Background: an optimization exercise with open tools, aiming at small area. Do not read the settings as production practice.
Function not checked in this run: the RTL went through the layout flow alone.

**flow/run.sh**
```bash
#!/bin/bash
# synth_recipe.tcl (not shown) runs the flow's synth.tcl, then flattens the netlist and writes it again
# the make line also repeats each setting of config.mk as NAME=value (left out here)
make -C /OpenROAD-flow-scripts/flow DESIGN_CONFIG=/design/flow/config.mk WORK_HOME=/design/flow/orfs CLKGATE_MAP_FILE= SYNTH_SCRIPT=/design/flow/synth_recipe.tcl finish
```
**flow/config.mk**
```make
export PLATFORM = sky130hd
export DESIGN_NAME = top
export DESIGN_NICKNAME = top
export VERILOG_FILES = /design/flow/design.v
export SDC_FILE = /design/flow/constraint.sdc
export NUM_CORES = 8
export LEC_CHECK = 0
export ABC_AREA = 1
export CAP_MARGIN = 20
export CORE_MARGIN = 2
export CORE_UTILIZATION = 40
export SLEW_MARGIN = 20
```
**flow/constraint.sdc**
```tcl
create_clock -name core_clock -period 13.0 [get_ports {clk}]
set_input_delay 2.6000 -clock core_clock [delete_from_list [all_inputs] [get_ports {clk}]]
set_output_delay 2.6000 -clock core_clock [all_outputs]
set_load 0.01 [all_outputs]
```
**flow/design.v**
```verilog
module top (
    input clk,
    input rst_n,
    input [7:0] pixel_in,
    input pixel_valid,
    output [6:0] hex,
    output finish,
    output signed [11:0] score0,
    output signed [11:0] score1
);
    integer i;
    reg [7:0] pr;
    reg vr;
    always @(posedge clk) pr <= pixel_in;
    always @(posedge clk or negedge rst_n) if (!rst_n) vr <= 1'b0; else vr <= pixel_valid;
    reg [4:0] col;
    reg [3:0] row;
    always @(posedge clk or negedge rst_n)
        if (!rst_n) begin col <= 5'd0; row <= 4'd0; end
        else if (vr) begin
            if (col == 5'd27) begin col <= 5'd0; if (row != 4'd15) row <= row + 4'd1; end
            else col <= col + 5'd1;
        end
    reg [447:0] sr;
    always @(posedge clk) if (vr && col != 5'd26) sr <= {sr[439:0], pr};
    wire [7:0] t20 = sr[15:8], t21 = sr[7:0], t22 = pr;
    wire [7:0] t10 = sr[231:224], t11 = sr[223:216], t12 = sr[215:208];
    wire m00 = (row == 4'd2) && (col == 5'd1);   
    wire [7:0] t00 = m00 ? 8'd0 : sr[447:440];
    wire [7:0] t01 = sr[439:432], t02 = sr[431:424];
    wire [35:0] l1v;
    l1eng le (.t00(t00), .t01(t01), .t02(t02), .t10(t10), .t11(t11), .t12(t12), .t20(t20), .t21(t21), .t22(t22), .l1v(l1v));
    wire l1ev = vr && !row[0] && (row >= 4'd2) && (row <= 4'd14) && col[0] && (col <= 5'd25);
    wire [2:0] eR = row[3:1] - 3'd1;
    wire [3:0] eC = col[4:1];
    wire enq = l1ev;
    reg [35:0] q0;
    reg [35:0] q1;
    reg [35:0] q2;
    reg [35:0] q3;
    reg [35:0] q4;
    reg [2:0] wp, rp, cnt;
    always @(posedge clk) if (enq && wp == 3'd0) q0 <= l1v;
    always @(posedge clk) if (enq && wp == 3'd1) q1 <= l1v;
    always @(posedge clk) if (enq && wp == 3'd2) q2 <= l1v;
    always @(posedge clk) if (enq && wp == 3'd3) q3 <= l1v;
    always @(posedge clk) if (enq && wp == 3'd4) q4 <= l1v;
    reg [35:0] qh;
    always @* begin
        case (rp)
            3'd0: qh = q0;
            3'd1: qh = q1;
            3'd2: qh = q2;
            3'd3: qh = q3;
            3'd4: qh = q4;
            default: qh = 36'd0;
        endcase
    end
    reg [2:0] hR;
    reg [3:0] hC;
    reg started;
    reg [6:0] pend;
    reg [2:0] fst;   
    wire cm1 = (hC == 4'd12);             
    wire [2:0] Rp = hR + {2'd0, cm1};
    wire reven = ~Rp[0];
    wire codd = hC[0] | cm1;
    wire [2:0] Rm1 = Rp - 3'd1;
    wire [1:0] i2H = Rm1[2:1];
    wire [1:0] i2L = Rp[2:1];
    wire hvalid = (Rp != 3'd0);
    wire [2:0] j2H = hC[3:1];
    wire [2:0] j2L = cm1 ? 3'd0 : hC[3:1] + 3'd1;
    wire [1:0] aH = reven ? 2'd2 : 2'd1;
    wire [1:0] bH = codd ? 2'd2 : 2'd1;
    function needw(input [1:0] i, input [2:0] j);
        begin
            needw = ({i, j} == 5'd0) | ({i, j} == 5'd1) | ({i, j} == 5'd2) | ({i, j} == 5'd4) | ({i, j} == 5'd5) | ({i, j} == 5'd8) | ({i, j} == 5'd9) | ({i, j} == 5'd11) | ({i, j} == 5'd12) | ({i, j} == 5'd13) | ({i, j} == 5'd16) | ({i, j} == 5'd18) | ({i, j} == 5'd19) | ({i, j} == 5'd20);
        end
    endfunction
    wire m0 = hvalid & ~cm1 & needw(i2H, j2H);
    wire m4 = hvalid & codd & needw(i2H, j2L);
    wire m5 = reven & ~cm1 & needw(i2L, j2H);
    wire m6 = reven & codd & needw(i2L, j2L);
    wire cmp0 = m0 & reven & codd;   
    wire [4:0] hij = {i2H, j2H};
    wire [17:0] l3t = ({18{hij == 5'd0}} & 18'd2147) | ({18{hij == 5'd1}} & 18'd197) | ({18{hij == 5'd2}} & 18'd320) | ({18{hij == 5'd4}} & 18'd135175) | ({18{hij == 5'd5}} & 18'd12745) | ({18{hij == 5'd8}} & 18'd21067) | ({18{hij == 5'd9}} & 18'd704) | ({18{hij == 5'd11}} & 18'd28685) | ({18{hij == 5'd12}} & 18'd37711) | ({18{hij == 5'd13}} & 18'd46033) | ({18{hij == 5'd16}} & 18'd1088) | ({18{hij == 5'd18}} & 18'd53248) | ({18{hij == 5'd19}} & 18'd61440) | ({18{hij == 5'd20}} & 18'd69632);
    wire [6:0] vmask = {m6, m5, m4, cmp0 & l3t[12], cmp0 & l3t[6], cmp0 & l3t[0], m0};
    wire qne = (cnt != 3'd0);
    wire [6:0] wm = started ? pend : vmask;
    wire [6:0] low = wm & (~wm + 7'd1);
    wire [6:0] rest = wm & ~low;
    wire run = (fst == 3'd0);
    wire doop = qne && run;
    wire deq = doop && (rest == 7'd0);
    wire last = (hR == 3'd6) && (hC == 4'd9);
    always @(posedge clk or negedge rst_n)
        if (!rst_n) begin
            wp <= 3'd0; rp <= 3'd0; cnt <= 3'd0; hR <= 3'd0; hC <= 4'd0;
            started <= 1'b0; pend <= 7'd0; fst <= 3'd0;
        end else begin
            if (enq) wp <= (wp == 3'd4) ? 3'd0 : wp + 3'd1;
            if (deq) rp <= (rp == 3'd4) ? 3'd0 : rp + 3'd1;
            if (enq && !deq) cnt <= cnt + 3'd1;
            else if (deq && !enq) cnt <= cnt - 3'd1;
            if (doop) begin started <= (rest != 7'd0); pend <= rest; end
            if (deq) begin if (hC == 4'd12) begin hC <= 4'd0; hR <= hR + 3'd1; end else hC <= hC + 4'd1; end
            if (deq && last) fst <= 3'd1;
            else if (fst != 3'd0 && fst != 3'd4) fst <= fst + 3'd1;
        end
    wire isL2 = doop && (low[0] | low[4] | low[5] | low[6]);
    wire isL3 = doop && (low[1] | low[2] | low[3]);
    wire sH = low[0] | low[4];
    wire sB = low[0] | low[5];
    wire [1:0] oa = sH ? aH : 2'd0;
    wire [1:0] oi = sH ? i2H : i2L;
    wire [1:0] ob = sB ? bH : 2'd0;
    wire [2:0] oj = sB ? j2H : j2L;
    wire [4:0] oij = {oi, oj};
    wire [2:0] slot = ({3{oij == 5'd1}} & 3'd1) | ({3{oij == 5'd2}} & 3'd2) | ({3{oij == 5'd4}} & 3'd3) | ({3{oij == 5'd5}} & 3'd4) | ({3{oij == 5'd8}} & 3'd5) | ({3{oij == 5'd11}} & 3'd1) | ({3{oij == 5'd12}} & 3'd2) | ({3{oij == 5'd13}} & 3'd3) | ({3{oij == 5'd16}} & 3'd4) | ({3{oij == 5'd19}} & 3'd5) | ({3{oij == 5'd20}} & 3'd1);
    wire [3:0] opk2 = {oa, 1'b0} + {2'd0, oa} + {2'd0, ob};
    wire [3:0] opk3 = ({4{low[1]}} & l3t[4:1]) | ({4{low[2]}} & l3t[10:7]) | ({4{low[3]}} & l3t[16:13]);
    wire init2 = (oa == 2'd0) && ((ob == 2'd0) || ((ob == 2'd1) && (oij == 5'd0)));
    wire init3 = (low[1] & l3t[5]) | (low[2] & l3t[11]) | (low[3] & l3t[17]);
    wire [3:0] l3sel = low[1] ? 4'd6 : low[2] ? 4'd7 : 4'd8;
    reg e_l2, e_l3, e_mx, e_fc, e_cmp, e_init;
    reg [3:0] e_sel;
    reg [4:0] e_opk;
    always @(posedge clk or negedge rst_n)
        if (!rst_n) begin
            e_l2 <= 1'b0; e_l3 <= 1'b0; e_mx <= 1'b0; e_fc <= 1'b0; e_cmp <= 1'b0;
        end else begin
            e_l2 <= isL2; e_l3 <= isL3;
            e_mx <= (fst == 3'd1) || (fst == 3'd2);
            e_fc <= (fst == 3'd3);
            e_cmp <= doop && low[0] && cmp0;
        end
    always @(posedge clk) begin
        e_init <= (isL2 && init2) || (isL3 && init3) || (fst == 3'd3);
        e_sel <= isL2 ? {1'b0, slot} : isL3 ? l3sel : (fst == 3'd1) ? 4'd7 : 4'd8;
        e_opk <= isL2 ? {1'b0, opk2} : isL3 ? (5'd9 + {1'b0, opk3}) : (fst == 3'd3) ? 5'd18 : 5'd31;
    end
    reg [35:0] qx;
    always @(posedge clk) qx <= qh;   
    reg [35:0] l2o;
    wire [35:0] l3y;
    wire [35:0] xs = e_l2 ? qx : e_fc ? l3y : l2o;
    wire e_acc = e_l2 | e_l3;
    reg [21:0] s0_0, s0_1, s0_2, s0_3, s0_4, s0_5, a0_11, a0_12, a0_16;
    reg [21:0] rd0;
    always @* begin
        case (e_sel)
            4'd0: rd0 = s0_0;
            4'd1: rd0 = s0_1;
            4'd2: rd0 = s0_2;
            4'd3: rd0 = s0_3;
            4'd4: rd0 = s0_4;
            4'd5: rd0 = s0_5;
            4'd6: rd0 = a0_11;
            4'd7: rd0 = a0_12;
            default: rd0 = a0_16;
        endcase
    end
    wire [21:0] ai0 = e_init ? 22'd0 : rd0;
    wire [21:0] o0;
    lane0 u0 (.opk(e_opk), .x0(xs[11:0]), .x1(xs[23:12]), .x2(xs[35:24]), .acc(ai0), .out(o0));
    wire signed [21:0] rs0 = rd0, as0 = a0_11;
    wire gt0 = rs0 > as0;
    always @(posedge clk) if (e_acc && e_sel == 4'd0) s0_0 <= o0;
    always @(posedge clk) if (e_acc && e_sel == 4'd1) s0_1 <= o0;
    always @(posedge clk) if (e_acc && e_sel == 4'd2) s0_2 <= o0;
    always @(posedge clk) if (e_acc && e_sel == 4'd3) s0_3 <= o0;
    always @(posedge clk) if (e_acc && e_sel == 4'd4) s0_4 <= o0;
    always @(posedge clk) if (e_acc && e_sel == 4'd5) s0_5 <= o0;
    always @(posedge clk) if ((e_acc && e_sel == 4'd6) || (e_mx && gt0)) a0_11 <= o0;
    always @(posedge clk) if ((e_acc && e_sel == 4'd7) || e_fc) a0_12 <= o0;
    always @(posedge clk) if (e_acc && e_sel == 4'd8) a0_16 <= o0;
    wire [11:0] r2_0 = (!o0[21] && (|o0[20:0])) ? o0[15:4] : 12'd0;
    assign l3y[11:0] = (!a0_11[21] && (|a0_11[20:0])) ? a0_11[18:7] : 12'd0;
    reg [22:0] s1_0, s1_1, s1_2, s1_3, s1_4, s1_5, a1_11, a1_12, a1_16;
    reg [22:0] rd1;
    always @* begin
        case (e_sel)
            4'd0: rd1 = s1_0;
            4'd1: rd1 = s1_1;
            4'd2: rd1 = s1_2;
            4'd3: rd1 = s1_3;
            4'd4: rd1 = s1_4;
            4'd5: rd1 = s1_5;
            4'd6: rd1 = a1_11;
            4'd7: rd1 = a1_12;
            default: rd1 = a1_16;
        endcase
    end
    wire [22:0] ai1 = e_init ? 23'd0 : rd1;
    wire [22:0] o1;
    lane1 u1 (.opk(e_opk), .x0(xs[11:0]), .x1(xs[23:12]), .x2(xs[35:24]), .acc(ai1), .out(o1));
    wire signed [22:0] rs1 = rd1, as1 = a1_11;
    wire gt1 = rs1 > as1;
    always @(posedge clk) if (e_acc && e_sel == 4'd0) s1_0 <= o1;
    always @(posedge clk) if (e_acc && e_sel == 4'd1) s1_1 <= o1;
    always @(posedge clk) if (e_acc && e_sel == 4'd2) s1_2 <= o1;
    always @(posedge clk) if (e_acc && e_sel == 4'd3) s1_3 <= o1;
    always @(posedge clk) if (e_acc && e_sel == 4'd4) s1_4 <= o1;
    always @(posedge clk) if (e_acc && e_sel == 4'd5) s1_5 <= o1;
    always @(posedge clk) if ((e_acc && e_sel == 4'd6) || (e_mx && gt1)) a1_11 <= o1;
    always @(posedge clk) if ((e_acc && e_sel == 4'd7) || e_fc) a1_12 <= o1;
    always @(posedge clk) if (e_acc && e_sel == 4'd8) a1_16 <= o1;
    wire [11:0] r2_1 = (!o1[22] && (|o1[21:0])) ? o1[15:4] : 12'd0;
    assign l3y[23:12] = (!a1_11[22] && (|a1_11[21:0])) ? a1_11[18:7] : 12'd0;
    reg [22:0] s2_0, s2_1, s2_2, s2_3, s2_4, s2_5, a2_11, a2_12, a2_16;
    reg [22:0] rd2;
    always @* begin
        case (e_sel)
            4'd0: rd2 = s2_0;
            4'd1: rd2 = s2_1;
            4'd2: rd2 = s2_2;
            4'd3: rd2 = s2_3;
            4'd4: rd2 = s2_4;
            4'd5: rd2 = s2_5;
            4'd6: rd2 = a2_11;
            4'd7: rd2 = a2_12;
            default: rd2 = a2_16;
        endcase
    end
    wire [22:0] ai2 = e_init ? 23'd0 : rd2;
    wire [22:0] o2;
    lane2 u2 (.opk(e_opk), .x0(xs[11:0]), .x1(xs[23:12]), .x2(xs[35:24]), .acc(ai2), .out(o2));
    wire signed [22:0] rs2 = rd2, as2 = a2_11;
    wire gt2 = rs2 > as2;
    always @(posedge clk) if (e_acc && e_sel == 4'd0) s2_0 <= o2;
    always @(posedge clk) if (e_acc && e_sel == 4'd1) s2_1 <= o2;
    always @(posedge clk) if (e_acc && e_sel == 4'd2) s2_2 <= o2;
    always @(posedge clk) if (e_acc && e_sel == 4'd3) s2_3 <= o2;
    always @(posedge clk) if (e_acc && e_sel == 4'd4) s2_4 <= o2;
    always @(posedge clk) if (e_acc && e_sel == 4'd5) s2_5 <= o2;
    always @(posedge clk) if ((e_acc && e_sel == 4'd6) || (e_mx && gt2)) a2_11 <= o2;
    always @(posedge clk) if ((e_acc && e_sel == 4'd7)) a2_12 <= o2;
    always @(posedge clk) if (e_acc && e_sel == 4'd8) a2_16 <= o2;
    wire [11:0] r2_2 = (!o2[22] && (|o2[21:0])) ? o2[15:4] : 12'd0;
    assign l3y[35:24] = (!a2_11[22] && (|a2_11[21:0])) ? a2_11[18:7] : 12'd0;
    always @(posedge clk) if (e_cmp) l2o <= {r2_2, r2_1, r2_0};
    reg fin;
    always @(posedge clk or negedge rst_n) if (!rst_n) fin <= 1'b0; else if (e_fc) fin <= 1'b1;
    assign finish = fin;
    assign score0 = a0_12[18:7];
    assign score1 = a1_12[18:7];
    assign hex = !finish ? 7'h7F : (score1 > score0) ? 7'b1000000 : 7'b1111001;
endmodule
module lane0 (
    input [4:0] opk,
    input [11:0] x0, x1, x2,
    input [21:0] acc,
    output [21:0] out
);
    wire [23:0] wv = ({24{opk == 5'd0}} & 24'd1194668) | ({24{opk == 5'd1}} & 24'd15075282) | ({24{opk == 5'd2}} & 24'd13367752) | ({24{opk == 5'd3}} & 24'd1450416) | ({24{opk == 5'd4}} & 24'd912923) | ({24{opk == 5'd5}} & 24'd997907) | ({24{opk == 5'd6}} & 24'd516375) | ({24{opk == 5'd7}} & 24'd3799734) | ({24{opk == 5'd8}} & 24'd2555644) | ({24{opk == 5'd9}} & 24'd193847) | ({24{opk == 5'd10}} & 24'd7470598) | ({24{opk == 5'd11}} & 24'd3212824) | ({24{opk == 5'd12}} & 24'd7079703) | ({24{opk == 5'd13}} & 24'd5629202) | ({24{opk == 5'd14}} & 24'd2675429) | ({24{opk == 5'd15}} & 24'd16455423) | ({24{opk == 5'd16}} & 24'd1194059) | ({24{opk == 5'd17}} & 24'd15933556) | ({24{opk == 5'd18}} & 24'd1671102);
    wire [7:0] w0 = wv[7:0], w1 = wv[15:8], w2 = wv[23:16];
    wire [2:0] b00 = {w0[1], w0[0], 1'b0};
    wire n00 = b00[2] & ~(b00[1] & b00[0]);
    wire o00 = b00[1] ^ b00[0];
    wire t00 = (b00 == 3'b011) | (b00 == 3'b100);
    wire [12:0] m00 = ({13{o00}} & {x0[11], x0}) | ({13{t00}} & {x0, 1'b0});
    wire [12:0] r00 = m00 ^ {13{n00}};
    wire [2:0] b01 = {w0[3], w0[2], w0[1]};
    wire n01 = b01[2] & ~(b01[1] & b01[0]);
    wire o01 = b01[1] ^ b01[0];
    wire t01 = (b01 == 3'b011) | (b01 == 3'b100);
    wire [12:0] m01 = ({13{o01}} & {x0[11], x0}) | ({13{t01}} & {x0, 1'b0});
    wire [12:0] r01 = m01 ^ {13{n01}};
    wire [2:0] b02 = {w0[5], w0[4], w0[3]};
    wire n02 = b02[2] & ~(b02[1] & b02[0]);
    wire o02 = b02[1] ^ b02[0];
    wire t02 = (b02 == 3'b011) | (b02 == 3'b100);
    wire [12:0] m02 = ({13{o02}} & {x0[11], x0}) | ({13{t02}} & {x0, 1'b0});
    wire [12:0] r02 = m02 ^ {13{n02}};
    wire [2:0] b03 = {w0[7], w0[6], w0[5]};
    wire n03 = b03[2] & ~(b03[1] & b03[0]);
    wire o03 = b03[1] ^ b03[0];
    wire t03 = (b03 == 3'b011) | (b03 == 3'b100);
    wire [12:0] m03 = ({13{o03}} & {x0[11], x0}) | ({13{t03}} & {x0, 1'b0});
    wire [12:0] r03 = m03 ^ {13{n03}};
    wire [2:0] b10 = {w1[1], w1[0], 1'b0};
    wire n10 = b10[2] & ~(b10[1] & b10[0]);
    wire o10 = b10[1] ^ b10[0];
    wire t10 = (b10 == 3'b011) | (b10 == 3'b100);
    wire [12:0] m10 = ({13{o10}} & {x1[11], x1}) | ({13{t10}} & {x1, 1'b0});
    wire [12:0] r10 = m10 ^ {13{n10}};
    wire [2:0] b11 = {w1[3], w1[2], w1[1]};
    wire n11 = b11[2] & ~(b11[1] & b11[0]);
    wire o11 = b11[1] ^ b11[0];
    wire t11 = (b11 == 3'b011) | (b11 == 3'b100);
    wire [12:0] m11 = ({13{o11}} & {x1[11], x1}) | ({13{t11}} & {x1, 1'b0});
    wire [12:0] r11 = m11 ^ {13{n11}};
    wire [2:0] b12 = {w1[5], w1[4], w1[3]};
    wire n12 = b12[2] & ~(b12[1] & b12[0]);
    wire o12 = b12[1] ^ b12[0];
    wire t12 = (b12 == 3'b011) | (b12 == 3'b100);
    wire [12:0] m12 = ({13{o12}} & {x1[11], x1}) | ({13{t12}} & {x1, 1'b0});
    wire [12:0] r12 = m12 ^ {13{n12}};
    wire [2:0] b13 = {w1[7], w1[6], w1[5]};
    wire n13 = b13[2] & ~(b13[1] & b13[0]);
    wire o13 = b13[1] ^ b13[0];
    wire t13 = (b13 == 3'b011) | (b13 == 3'b100);
    wire [12:0] m13 = ({13{o13}} & {x1[11], x1}) | ({13{t13}} & {x1, 1'b0});
    wire [12:0] r13 = m13 ^ {13{n13}};
    wire [2:0] b20 = {w2[1], w2[0], 1'b0};
    wire n20 = b20[2] & ~(b20[1] & b20[0]);
    wire o20 = b20[1] ^ b20[0];
    wire t20 = (b20 == 3'b011) | (b20 == 3'b100);
    wire [12:0] m20 = ({13{o20}} & {x2[11], x2}) | ({13{t20}} & {x2, 1'b0});
    wire [12:0] r20 = m20 ^ {13{n20}};
    wire [2:0] b21 = {w2[3], w2[2], w2[1]};
    wire n21 = b21[2] & ~(b21[1] & b21[0]);
    wire o21 = b21[1] ^ b21[0];
    wire t21 = (b21 == 3'b011) | (b21 == 3'b100);
    wire [12:0] m21 = ({13{o21}} & {x2[11], x2}) | ({13{t21}} & {x2, 1'b0});
    wire [12:0] r21 = m21 ^ {13{n21}};
    wire [2:0] b22 = {w2[5], w2[4], w2[3]};
    wire n22 = b22[2] & ~(b22[1] & b22[0]);
    wire o22 = b22[1] ^ b22[0];
    wire t22 = (b22 == 3'b011) | (b22 == 3'b100);
    wire [12:0] m22 = ({13{o22}} & {x2[11], x2}) | ({13{t22}} & {x2, 1'b0});
    wire [12:0] r22 = m22 ^ {13{n22}};
    wire [2:0] b23 = {w2[7], w2[6], w2[5]};
    wire n23 = b23[2] & ~(b23[1] & b23[0]);
    wire o23 = b23[1] ^ b23[0];
    wire t23 = (b23 == 3'b011) | (b23 == 3'b100);
    wire [12:0] m23 = ({13{o23}} & {x2[11], x2}) | ({13{t23}} & {x2, 1'b0});
    wire [12:0] r23 = m23 ^ {13{n23}};
    assign out = acc + ({9'd0, ~r00[12], r00[11:0]} << 0) + ({21'd0, n00} << 0) + ({9'd0, ~r01[12], r01[11:0]} << 2) + ({21'd0, n01} << 2) + ({9'd0, ~r02[12], r02[11:0]} << 4) + ({21'd0, n02} << 4) + ({9'd0, ~r03[12], r03[11:0]} << 6) + ({21'd0, n03} << 6) + ({9'd0, ~r10[12], r10[11:0]} << 0) + ({21'd0, n10} << 0) + ({9'd0, ~r11[12], r11[11:0]} << 2) + ({21'd0, n11} << 2) + ({9'd0, ~r12[12], r12[11:0]} << 4) + ({21'd0, n12} << 4) + ({9'd0, ~r13[12], r13[11:0]} << 6) + ({21'd0, n13} << 6) + ({9'd0, ~r20[12], r20[11:0]} << 0) + ({21'd0, n20} << 0) + ({9'd0, ~r21[12], r21[11:0]} << 2) + ({21'd0, n21} << 2) + ({9'd0, ~r22[12], r22[11:0]} << 4) + ({21'd0, n22} << 4) + ({9'd0, ~r23[12], r23[11:0]} << 6) + ({21'd0, n23} << 6) + 22'd3149824;
endmodule
module lane1 (
    input [4:0] opk,
    input [11:0] x0, x1, x2,
    input [22:0] acc,
    output [22:0] out
);
    wire [23:0] wv = ({24{opk == 5'd0}} & 24'd8340741) | ({24{opk == 5'd1}} & 24'd16749263) | ({24{opk == 5'd2}} & 24'd1753868) | ({24{opk == 5'd3}} & 24'd5702916) | ({24{opk == 5'd4}} & 24'd13023783) | ({24{opk == 5'd5}} & 24'd15186976) | ({24{opk == 5'd6}} & 24'd2704363) | ({24{opk == 5'd7}} & 24'd534510) | ({24{opk == 5'd8}} & 24'd2800833) | ({24{opk == 5'd9}} & 24'd808437) | ({24{opk == 5'd10}} & 24'd13162545) | ({24{opk == 5'd11}} & 24'd16592883) | ({24{opk == 5'd12}} & 24'd144186) | ({24{opk == 5'd13}} & 24'd16121614) | ({24{opk == 5'd14}} & 24'd11537627) | ({24{opk == 5'd15}} & 24'd658179) | ({24{opk == 5'd16}} & 24'd2546420) | ({24{opk == 5'd17}} & 24'd6619349) | ({24{opk == 5'd18}} & 24'd13880339);
    wire [7:0] w0 = wv[7:0], w1 = wv[15:8], w2 = wv[23:16];
    wire [2:0] b00 = {w0[1], w0[0], 1'b0};
    wire n00 = b00[2] & ~(b00[1] & b00[0]);
    wire o00 = b00[1] ^ b00[0];
    wire t00 = (b00 == 3'b011) | (b00 == 3'b100);
    wire [12:0] m00 = ({13{o00}} & {x0[11], x0}) | ({13{t00}} & {x0, 1'b0});
    wire [12:0] r00 = m00 ^ {13{n00}};
    wire [2:0] b01 = {w0[3], w0[2], w0[1]};
    wire n01 = b01[2] & ~(b01[1] & b01[0]);
    wire o01 = b01[1] ^ b01[0];
    wire t01 = (b01 == 3'b011) | (b01 == 3'b100);
    wire [12:0] m01 = ({13{o01}} & {x0[11], x0}) | ({13{t01}} & {x0, 1'b0});
    wire [12:0] r01 = m01 ^ {13{n01}};
    wire [2:0] b02 = {w0[5], w0[4], w0[3]};
    wire n02 = b02[2] & ~(b02[1] & b02[0]);
    wire o02 = b02[1] ^ b02[0];
    wire t02 = (b02 == 3'b011) | (b02 == 3'b100);
    wire [12:0] m02 = ({13{o02}} & {x0[11], x0}) | ({13{t02}} & {x0, 1'b0});
    wire [12:0] r02 = m02 ^ {13{n02}};
    wire [2:0] b03 = {w0[7], w0[6], w0[5]};
    wire n03 = b03[2] & ~(b03[1] & b03[0]);
    wire o03 = b03[1] ^ b03[0];
    wire t03 = (b03 == 3'b011) | (b03 == 3'b100);
    wire [12:0] m03 = ({13{o03}} & {x0[11], x0}) | ({13{t03}} & {x0, 1'b0});
    wire [12:0] r03 = m03 ^ {13{n03}};
    wire [2:0] b10 = {w1[1], w1[0], 1'b0};
    wire n10 = b10[2] & ~(b10[1] & b10[0]);
    wire o10 = b10[1] ^ b10[0];
    wire t10 = (b10 == 3'b011) | (b10 == 3'b100);
    wire [12:0] m10 = ({13{o10}} & {x1[11], x1}) | ({13{t10}} & {x1, 1'b0});
    wire [12:0] r10 = m10 ^ {13{n10}};
    wire [2:0] b11 = {w1[3], w1[2], w1[1]};
    wire n11 = b11[2] & ~(b11[1] & b11[0]);
    wire o11 = b11[1] ^ b11[0];
    wire t11 = (b11 == 3'b011) | (b11 == 3'b100);
    wire [12:0] m11 = ({13{o11}} & {x1[11], x1}) | ({13{t11}} & {x1, 1'b0});
    wire [12:0] r11 = m11 ^ {13{n11}};
    wire [2:0] b12 = {w1[5], w1[4], w1[3]};
    wire n12 = b12[2] & ~(b12[1] & b12[0]);
    wire o12 = b12[1] ^ b12[0];
    wire t12 = (b12 == 3'b011) | (b12 == 3'b100);
    wire [12:0] m12 = ({13{o12}} & {x1[11], x1}) | ({13{t12}} & {x1, 1'b0});
    wire [12:0] r12 = m12 ^ {13{n12}};
    wire [2:0] b13 = {w1[7], w1[6], w1[5]};
    wire n13 = b13[2] & ~(b13[1] & b13[0]);
    wire o13 = b13[1] ^ b13[0];
    wire t13 = (b13 == 3'b011) | (b13 == 3'b100);
    wire [12:0] m13 = ({13{o13}} & {x1[11], x1}) | ({13{t13}} & {x1, 1'b0});
    wire [12:0] r13 = m13 ^ {13{n13}};
    wire [2:0] b20 = {w2[1], w2[0], 1'b0};
    wire n20 = b20[2] & ~(b20[1] & b20[0]);
    wire o20 = b20[1] ^ b20[0];
    wire t20 = (b20 == 3'b011) | (b20 == 3'b100);
    wire [12:0] m20 = ({13{o20}} & {x2[11], x2}) | ({13{t20}} & {x2, 1'b0});
    wire [12:0] r20 = m20 ^ {13{n20}};
    wire [2:0] b21 = {w2[3], w2[2], w2[1]};
    wire n21 = b21[2] & ~(b21[1] & b21[0]);
    wire o21 = b21[1] ^ b21[0];
    wire t21 = (b21 == 3'b011) | (b21 == 3'b100);
    wire [12:0] m21 = ({13{o21}} & {x2[11], x2}) | ({13{t21}} & {x2, 1'b0});
    wire [12:0] r21 = m21 ^ {13{n21}};
    wire [2:0] b22 = {w2[5], w2[4], w2[3]};
    wire n22 = b22[2] & ~(b22[1] & b22[0]);
    wire o22 = b22[1] ^ b22[0];
    wire t22 = (b22 == 3'b011) | (b22 == 3'b100);
    wire [12:0] m22 = ({13{o22}} & {x2[11], x2}) | ({13{t22}} & {x2, 1'b0});
    wire [12:0] r22 = m22 ^ {13{n22}};
    wire [2:0] b23 = {w2[7], w2[6], w2[5]};
    wire n23 = b23[2] & ~(b23[1] & b23[0]);
    wire o23 = b23[1] ^ b23[0];
    wire t23 = (b23 == 3'b011) | (b23 == 3'b100);
    wire [12:0] m23 = ({13{o23}} & {x2[11], x2}) | ({13{t23}} & {x2, 1'b0});
    wire [12:0] r23 = m23 ^ {13{n23}};
    assign out = acc + ({10'd0, ~r00[12], r00[11:0]} << 0) + ({22'd0, n00} << 0) + ({10'd0, ~r01[12], r01[11:0]} << 2) + ({22'd0, n01} << 2) + ({10'd0, ~r02[12], r02[11:0]} << 4) + ({22'd0, n02} << 4) + ({10'd0, ~r03[12], r03[11:0]} << 6) + ({22'd0, n03} << 6) + ({10'd0, ~r10[12], r10[11:0]} << 0) + ({22'd0, n10} << 0) + ({10'd0, ~r11[12], r11[11:0]} << 2) + ({22'd0, n11} << 2) + ({10'd0, ~r12[12], r12[11:0]} << 4) + ({22'd0, n12} << 4) + ({10'd0, ~r13[12], r13[11:0]} << 6) + ({22'd0, n13} << 6) + ({10'd0, ~r20[12], r20[11:0]} << 0) + ({22'd0, n20} << 0) + ({10'd0, ~r21[12], r21[11:0]} << 2) + ({22'd0, n21} << 2) + ({10'd0, ~r22[12], r22[11:0]} << 4) + ({22'd0, n22} << 4) + ({10'd0, ~r23[12], r23[11:0]} << 6) + ({22'd0, n23} << 6) + 23'd7344128;
endmodule
module lane2 (
    input [4:0] opk,
    input [11:0] x0, x1, x2,
    input [22:0] acc,
    output [22:0] out
);
    wire [23:0] wv = ({24{opk == 5'd0}} & 24'd4319348) | ({24{opk == 5'd1}} & 24'd14876169) | ({24{opk == 5'd2}} & 24'd16724015) | ({24{opk == 5'd3}} & 24'd15917061) | ({24{opk == 5'd4}} & 24'd14286815) | ({24{opk == 5'd5}} & 24'd12382183) | ({24{opk == 5'd6}} & 24'd12269800) | ({24{opk == 5'd7}} & 24'd3062) | ({24{opk == 5'd8}} & 24'd13832158) | ({24{opk == 5'd9}} & 24'd1909510) | ({24{opk == 5'd10}} & 24'd4916806) | ({24{opk == 5'd11}} & 24'd13394164) | ({24{opk == 5'd12}} & 24'd15779327) | ({24{opk == 5'd13}} & 24'd14798343) | ({24{opk == 5'd14}} & 24'd14292488) | ({24{opk == 5'd15}} & 24'd5151711) | ({24{opk == 5'd16}} & 24'd2143518) | ({24{opk == 5'd17}} & 24'd2882945) | ({24{opk == 5'd18}} & 24'd0);
    wire [7:0] w0 = wv[7:0], w1 = wv[15:8], w2 = wv[23:16];
    wire [2:0] b00 = {w0[1], w0[0], 1'b0};
    wire n00 = b00[2] & ~(b00[1] & b00[0]);
    wire o00 = b00[1] ^ b00[0];
    wire t00 = (b00 == 3'b011) | (b00 == 3'b100);
    wire [12:0] m00 = ({13{o00}} & {x0[11], x0}) | ({13{t00}} & {x0, 1'b0});
    wire [12:0] r00 = m00 ^ {13{n00}};
    wire [2:0] b01 = {w0[3], w0[2], w0[1]};
    wire n01 = b01[2] & ~(b01[1] & b01[0]);
    wire o01 = b01[1] ^ b01[0];
    wire t01 = (b01 == 3'b011) | (b01 == 3'b100);
    wire [12:0] m01 = ({13{o01}} & {x0[11], x0}) | ({13{t01}} & {x0, 1'b0});
    wire [12:0] r01 = m01 ^ {13{n01}};
    wire [2:0] b02 = {w0[5], w0[4], w0[3]};
    wire n02 = b02[2] & ~(b02[1] & b02[0]);
    wire o02 = b02[1] ^ b02[0];
    wire t02 = (b02 == 3'b011) | (b02 == 3'b100);
    wire [12:0] m02 = ({13{o02}} & {x0[11], x0}) | ({13{t02}} & {x0, 1'b0});
    wire [12:0] r02 = m02 ^ {13{n02}};
    wire [2:0] b03 = {w0[7], w0[6], w0[5]};
    wire n03 = b03[2] & ~(b03[1] & b03[0]);
    wire o03 = b03[1] ^ b03[0];
    wire t03 = (b03 == 3'b011) | (b03 == 3'b100);
    wire [12:0] m03 = ({13{o03}} & {x0[11], x0}) | ({13{t03}} & {x0, 1'b0});
    wire [12:0] r03 = m03 ^ {13{n03}};
    wire [2:0] b10 = {w1[1], w1[0], 1'b0};
    wire n10 = b10[2] & ~(b10[1] & b10[0]);
    wire o10 = b10[1] ^ b10[0];
    wire t10 = (b10 == 3'b011) | (b10 == 3'b100);
    wire [12:0] m10 = ({13{o10}} & {x1[11], x1}) | ({13{t10}} & {x1, 1'b0});
    wire [12:0] r10 = m10 ^ {13{n10}};
    wire [2:0] b11 = {w1[3], w1[2], w1[1]};
    wire n11 = b11[2] & ~(b11[1] & b11[0]);
    wire o11 = b11[1] ^ b11[0];
    wire t11 = (b11 == 3'b011) | (b11 == 3'b100);
    wire [12:0] m11 = ({13{o11}} & {x1[11], x1}) | ({13{t11}} & {x1, 1'b0});
    wire [12:0] r11 = m11 ^ {13{n11}};
    wire [2:0] b12 = {w1[5], w1[4], w1[3]};
    wire n12 = b12[2] & ~(b12[1] & b12[0]);
    wire o12 = b12[1] ^ b12[0];
    wire t12 = (b12 == 3'b011) | (b12 == 3'b100);
    wire [12:0] m12 = ({13{o12}} & {x1[11], x1}) | ({13{t12}} & {x1, 1'b0});
    wire [12:0] r12 = m12 ^ {13{n12}};
    wire [2:0] b13 = {w1[7], w1[6], w1[5]};
    wire n13 = b13[2] & ~(b13[1] & b13[0]);
    wire o13 = b13[1] ^ b13[0];
    wire t13 = (b13 == 3'b011) | (b13 == 3'b100);
    wire [12:0] m13 = ({13{o13}} & {x1[11], x1}) | ({13{t13}} & {x1, 1'b0});
    wire [12:0] r13 = m13 ^ {13{n13}};
    wire [2:0] b20 = {w2[1], w2[0], 1'b0};
    wire n20 = b20[2] & ~(b20[1] & b20[0]);
    wire o20 = b20[1] ^ b20[0];
    wire t20 = (b20 == 3'b011) | (b20 == 3'b100);
    wire [12:0] m20 = ({13{o20}} & {x2[11], x2}) | ({13{t20}} & {x2, 1'b0});
    wire [12:0] r20 = m20 ^ {13{n20}};
    wire [2:0] b21 = {w2[3], w2[2], w2[1]};
    wire n21 = b21[2] & ~(b21[1] & b21[0]);
    wire o21 = b21[1] ^ b21[0];
    wire t21 = (b21 == 3'b011) | (b21 == 3'b100);
    wire [12:0] m21 = ({13{o21}} & {x2[11], x2}) | ({13{t21}} & {x2, 1'b0});
    wire [12:0] r21 = m21 ^ {13{n21}};
    wire [2:0] b22 = {w2[5], w2[4], w2[3]};
    wire n22 = b22[2] & ~(b22[1] & b22[0]);
    wire o22 = b22[1] ^ b22[0];
    wire t22 = (b22 == 3'b011) | (b22 == 3'b100);
    wire [12:0] m22 = ({13{o22}} & {x2[11], x2}) | ({13{t22}} & {x2, 1'b0});
    wire [12:0] r22 = m22 ^ {13{n22}};
    wire [2:0] b23 = {w2[7], w2[6], w2[5]};
    wire n23 = b23[2] & ~(b23[1] & b23[0]);
    wire o23 = b23[1] ^ b23[0];
    wire t23 = (b23 == 3'b011) | (b23 == 3'b100);
    wire [12:0] m23 = ({13{o23}} & {x2[11], x2}) | ({13{t23}} & {x2, 1'b0});
    wire [12:0] r23 = m23 ^ {13{n23}};
    assign out = acc + ({10'd0, ~r00[12], r00[11:0]} << 0) + ({22'd0, n00} << 0) + ({10'd0, ~r01[12], r01[11:0]} << 2) + ({22'd0, n01} << 2) + ({10'd0, ~r02[12], r02[11:0]} << 4) + ({22'd0, n02} << 4) + ({10'd0, ~r03[12], r03[11:0]} << 6) + ({22'd0, n03} << 6) + ({10'd0, ~r10[12], r10[11:0]} << 0) + ({22'd0, n10} << 0) + ({10'd0, ~r11[12], r11[11:0]} << 2) + ({22'd0, n11} << 2) + ({10'd0, ~r12[12], r12[11:0]} << 4) + ({22'd0, n12} << 4) + ({10'd0, ~r13[12], r13[11:0]} << 6) + ({22'd0, n13} << 6) + ({10'd0, ~r20[12], r20[11:0]} << 0) + ({22'd0, n20} << 0) + ({10'd0, ~r21[12], r21[11:0]} << 2) + ({22'd0, n21} << 2) + ({10'd0, ~r22[12], r22[11:0]} << 4) + ({22'd0, n22} << 4) + ({10'd0, ~r23[12], r23[11:0]} << 6) + ({22'd0, n23} << 6) + 23'd7344128;
endmodule
module l1eng (input [7:0] t00, t01, t02, t10, t11, t12, t20, t21, t22, output [35:0] l1v);
    wire [7:0] u00 = t00 ^ 8'h80;
    wire [7:0] u01 = t01 ^ 8'h80;
    wire [7:0] u02 = t02 ^ 8'h80;
    wire [7:0] u10 = t10 ^ 8'h80;
    wire [7:0] u11 = t11 ^ 8'h80;
    wire [7:0] u12 = t12 ^ 8'h80;
    wire [7:0] u20 = t20 ^ 8'h80;
    wire [7:0] u21 = t21 ^ 8'h80;
    wire [7:0] u22 = t22 ^ 8'h80;
    wire [16:0] cs0 = ({9'd0, u00} << 0) + ({9'd0, u00} << 2) + ({9'd0, ~u00} << 5) + ({9'd0, u00} << 7) + ({9'd0, u01} << 0) + ({9'd0, u01} << 3) + ({9'd0, ~u02} << 0) + ({9'd0, u02} << 2) + ({9'd0, u02} << 6) + ({9'd0, u10} << 1) + ({9'd0, u10} << 4) + ({9'd0, ~u10} << 6) + ({9'd0, ~u11} << 2) + ({9'd0, u11} << 4) + ({9'd0, u12} << 1) + ({9'd0, ~u12} << 4) + ({9'd0, u12} << 6) + ({9'd0, u20} << 0) + ({9'd0, u20} << 2) + ({9'd0, u20} << 4) + ({9'd0, ~u20} << 7) + ({9'd0, ~u21} << 1) + ({9'd0, u21} << 3) + ({9'd0, ~u21} << 5) + ({9'd0, ~u22} << 4) + 17'd50215;
    wire [11:0] l1o0 = (!cs0[16] && (|cs0[15:0])) ? cs0[15:4] : 12'd0;
    wire [16:0] cs1 = ({9'd0, ~u00} << 0) + ({9'd0, ~u00} << 2) + ({9'd0, ~u00} << 4) + ({9'd0, u01} << 0) + ({9'd0, ~u01} << 2) + ({9'd0, ~u02} << 0) + ({9'd0, ~u02} << 2) + ({9'd0, u02} << 5) + ({9'd0, ~u10} << 2) + ({9'd0, ~u10} << 4) + ({9'd0, ~u11} << 1) + ({9'd0, ~u11} << 3) + ({9'd0, u12} << 0) + ({9'd0, u12} << 2) + ({9'd0, u12} << 4) + ({9'd0, u20} << 2) + ({9'd0, ~u20} << 4) + ({9'd0, ~u20} << 6) + ({9'd0, ~u21} << 1) + ({9'd0, ~u21} << 4) + ({9'd0, ~u21} << 6) + ({9'd0, u22} << 0) + ({9'd0, ~u22} << 7) + 17'd79070;
    wire [11:0] l1o1 = (!cs1[16] && (|cs1[15:0])) ? cs1[15:4] : 12'd0;
    wire [16:0] cs2 = ({9'd0, ~u00} << 4) + ({9'd0, u00} << 7) + ({9'd0, u01} << 3) + ({9'd0, ~u01} << 5) + ({9'd0, ~u02} << 1) + ({9'd0, ~u10} << 1) + ({9'd0, u10} << 4) + ({9'd0, u10} << 6) + ({9'd0, u11} << 0) + ({9'd0, u11} << 3) + ({9'd0, u11} << 5) + ({9'd0, u12} << 0) + ({9'd0, u12} << 4) + ({9'd0, ~u12} << 6) + ({9'd0, ~u20} << 0) + ({9'd0, u20} << 5) + ({9'd0, u21} << 3) + ({9'd0, u21} << 5) + ({9'd0, u22} << 0) + ({9'd0, u22} << 3) + 17'd70773;
    wire [11:0] l1o2 = (!cs2[16] && (|cs2[15:0])) ? cs2[15:4] : 12'd0;
    assign l1v = {l1o2, l1o1, l1o0};
endmodule
```
==> flow_summary.yaml <==
sta:
  finalSetupViolations: 0
  tns_ps: 0
  rsz0062_at_grt: "false"
  finalHoldViolCount: 0
  worst_pin_slew_ps: 1240
  drv_slew: 0
  slew_headroom_pct: 16.4
  clock_skew_ps: 39.7
  period_needed_ps: 10560
  period_share_pct: 81.2
  holdWs_ps: 404
  fmax_mhz: 94.7
setup_path:
  path_buf_inv: 11
  crit_type: "register to register"
  cp_common_cell: "inv_1"
  cpLargestDelayFamily: "adder cells"
  cp-end-kind: "register"
  critical_path.startpoint_type: "register"
  worstPathRequired_ps: 13660
  arrival_ps: 11220
  worstPathMaxFanout: 14
  critical_path.slowest_cell: "mux2i_2"
  max_stage_delay_ps: 650
die:
  rows: 175
  core_um2: 227000
  die_width_um: 482
  initial_core_util_pct: 40.2
  die_h_um: 482
  die_area_um2: 232000
  num_io_pins: 43
job:
  drv_cap: 0
yosys:
  synth_top_cells_by_area: "edfxtp_1 (42%), fa_1 (19%), ha_1 (7.5%)"
  synth_most_common_cell: "inv_1"
  ys_warn_count: 1
  syn_area_um2: 91200
  syn_inst: 7886
  syn_area_per_cell_um2: 11.6
  synth-edff-count: 1276
  ys.flop_type: "edfxtp_1"
  synth_top_area_share_pct: 42.0
  ys_seq_area_share_pct: 44.3
  ys_ff_latch: 1372
  synth_common_cells: "inv_1 (1465), edfxtp_1 (1276), fa_1 (878)"
  synth_fp_nets: 9322
  yosys.area.top_type: "edfxtp_1"
  async_flop_share_pct: 3.06
  synthDistinctLibCells: 74
detailed_routing:
  antenna_left: 0
  route.detailed.drc: 0
  viasPerCell: 5.40
  dr_total_vias: 59500
  drt-total-wl_um: 267000
  route.top_layer_used: "met5"
  m1WireLength_um: 108000
  drt-pass1-iter-count: 6
  wl_per_cell_um: 24.2
  wl_met3_um: 17400
  met2_length_um: 129000
  drt-initial-drc-count: 5036
clocking:
  cts-resized-gates: 0
  cts_hold_repair.buffers: 0
  post_cts_buffers: 0
  cts_htree_levels: 4
  path_clk_slew_ps: 60
  worstSkewPairLatency_ps: 820
  cts_buffers: 144
  cts_buffer_depth: 3
  cts_sinks: 1372
  root_buffer: "clkbuf_16"
  tritoncts: "built"
finish:
  num-fill-cells: 20900
  drive_gt1_share_pct: 6.46
  syn_to_final_growth_pct: 9.71
  nNetsFinal: 9326
run_status:
  status: "complete, no violations"
grt:
  overflow: 0
  grt_first_pass_wirelength_um: 397000
  grt_max_degree: 162
  antenna_found_initial: 10
  grt_pass1_vias: 60800
  grt_usage_pct: 23.1
placement:
  dp_hpwl_um: 198000
  numPortBuffers: 41
  place.gp.congestion: 0.966
hold_path:
  hold_class: "register to register"
## placed cells by master, fill, tap and decap left out, types with 54 or more instances in the layout
cell type / n
o22ai_1: 374
nand4_1: 69
a22o_1: 56
nor2_1: 409
nand3_1: 122
a21oi_1: 223
dfxtp_1: 54
buf_4: 118
nand2_1: 674
xnor2_1: 72
edfxtp_1: 1276
xor2_1: 475
ha_1: 547
o21ai_0: 188
fa_1: 878
inv_1: 1463
a221oi_1: 146
clkbuf_16: 146
## worst paths after layout
check / slack [ps] / end / cells past startpoint / from
worst min register to register: 400 / sr[346]$_DFFE_PP_ / 0 / sr[338]$_DFFE_PP_
worst min-delay path: 400 / sr[346]$_DFFE_PP_ / 0 / sr[338]$_DFFE_PP_
worst max-delay path: 2440 / l2o[8]$_SDFFCE_PN0P_ / 41 / e_opk[0]$_DFF_P_
min in group asynchronous: 1940 / hC[2]$_DFFE_PN0P_ / 2 / rst_n
worst max register to register: 2440 / l2o[8]$_SDFFCE_PN0P_ / 41 / e_opk[0]$_DFF_P_
max in group asynchronous: 10550 / row[2]$_DFFE_PN0P_ / 2 / rst_n
## flip-flops by register name, summed over array words and instances (netlist names), 36 cells and up
name / flops
sr: 448
l2o: 36
q0: 36
q1: 36
q2: 36
q3: 36
q4: 36
qx: 36
## cell type report
cell class / instances / area [um2] / share of cell area (%)
sequential: 1372 / 40400 / 40.4
clock inverter: 79 / 932 / 0.931
inverter: 1512 / 5680 / 5.68
antenna: 1 / 2.50 / 0.00250
tap: 3009 / 3760 / 3.76
clock buffer: 185 / 3850 / 3.85
timing repair buffer: 162 / 1340 / 1.34
multi-input combinational: 4698 / 44100 / 44.0
## through the flow
stage	instance area [um2]	cells	setup WS [ps]	util, %
floorplan	91200	7886	4210	-
global placement	95300	10800	2450	42.0
detailed placement	95300	10800	2600	42.0
CTS	100000	11000	2570	44.1
global route	100000	11000	1800	44.1
finish	100000	11000	2440	44.1
## metal layers
layer / vias up / GRT usage, %
met3: 553 / 3.37
met4: 4 / 10.3
met1: 30200 / 30.1
li1: 26400 / -
met5: - / 0
met2: 2296 / 38.1
## worst reg2reg max path, delay by kind of cell, from the launching register on
family	cells	cell delay (ps)
compound gates	5	1020
simple gates	14	2460
mux	1	650
xor+xnor	2	790
flops	1	370
fa+ha+maj	8	3720
buf+inv	11	1420
## logic make-up (layout without fill, tap and decap cells)
family / Yosys count / after routing / share of synthesized area, %
compound gates: 1215 / 1215 / 8.56
mux: 19 / 19 / 0.213
fa+ha+maj: 1425 / 1425 / 26.8
buf+inv: 1816 / 1938 / 7.69
simple gates: 1491 / 1491 / 7.17
other cells: 1 / 2 / 0.00411
xor+xnor: 547 / 547 / 5.25
flops: 1372 / 1372 / 44.3

## re-timing with driven ports
The flow's constraints put no driver on any port. The routed layout listed below was extracted and timed again, unchanged, in two steps.
Step 1 assumes that a clkbuf_16 drives the clock port and a buf_2 every other input.
Step 2 adds t to the input delays and takes it off the output delays; t is the mean of the earliest and latest rising clock arrival at the registers after step 1. Input paths then give back, and output paths get back, about the clock's delay inside the block.
Slacks: ideal / step 1 / step 2; pairs: ideal / step 1.
shift t [ns]: 0.891
setup slack, ns: 2.439 / 2.439 / 2.439
cell pins on the clock port's net: 1
After both steps this run still meets setup and hold. For this run, drivers alone change the setup slack by 0.000 ns; drivers and shift together by 0.000 ns.
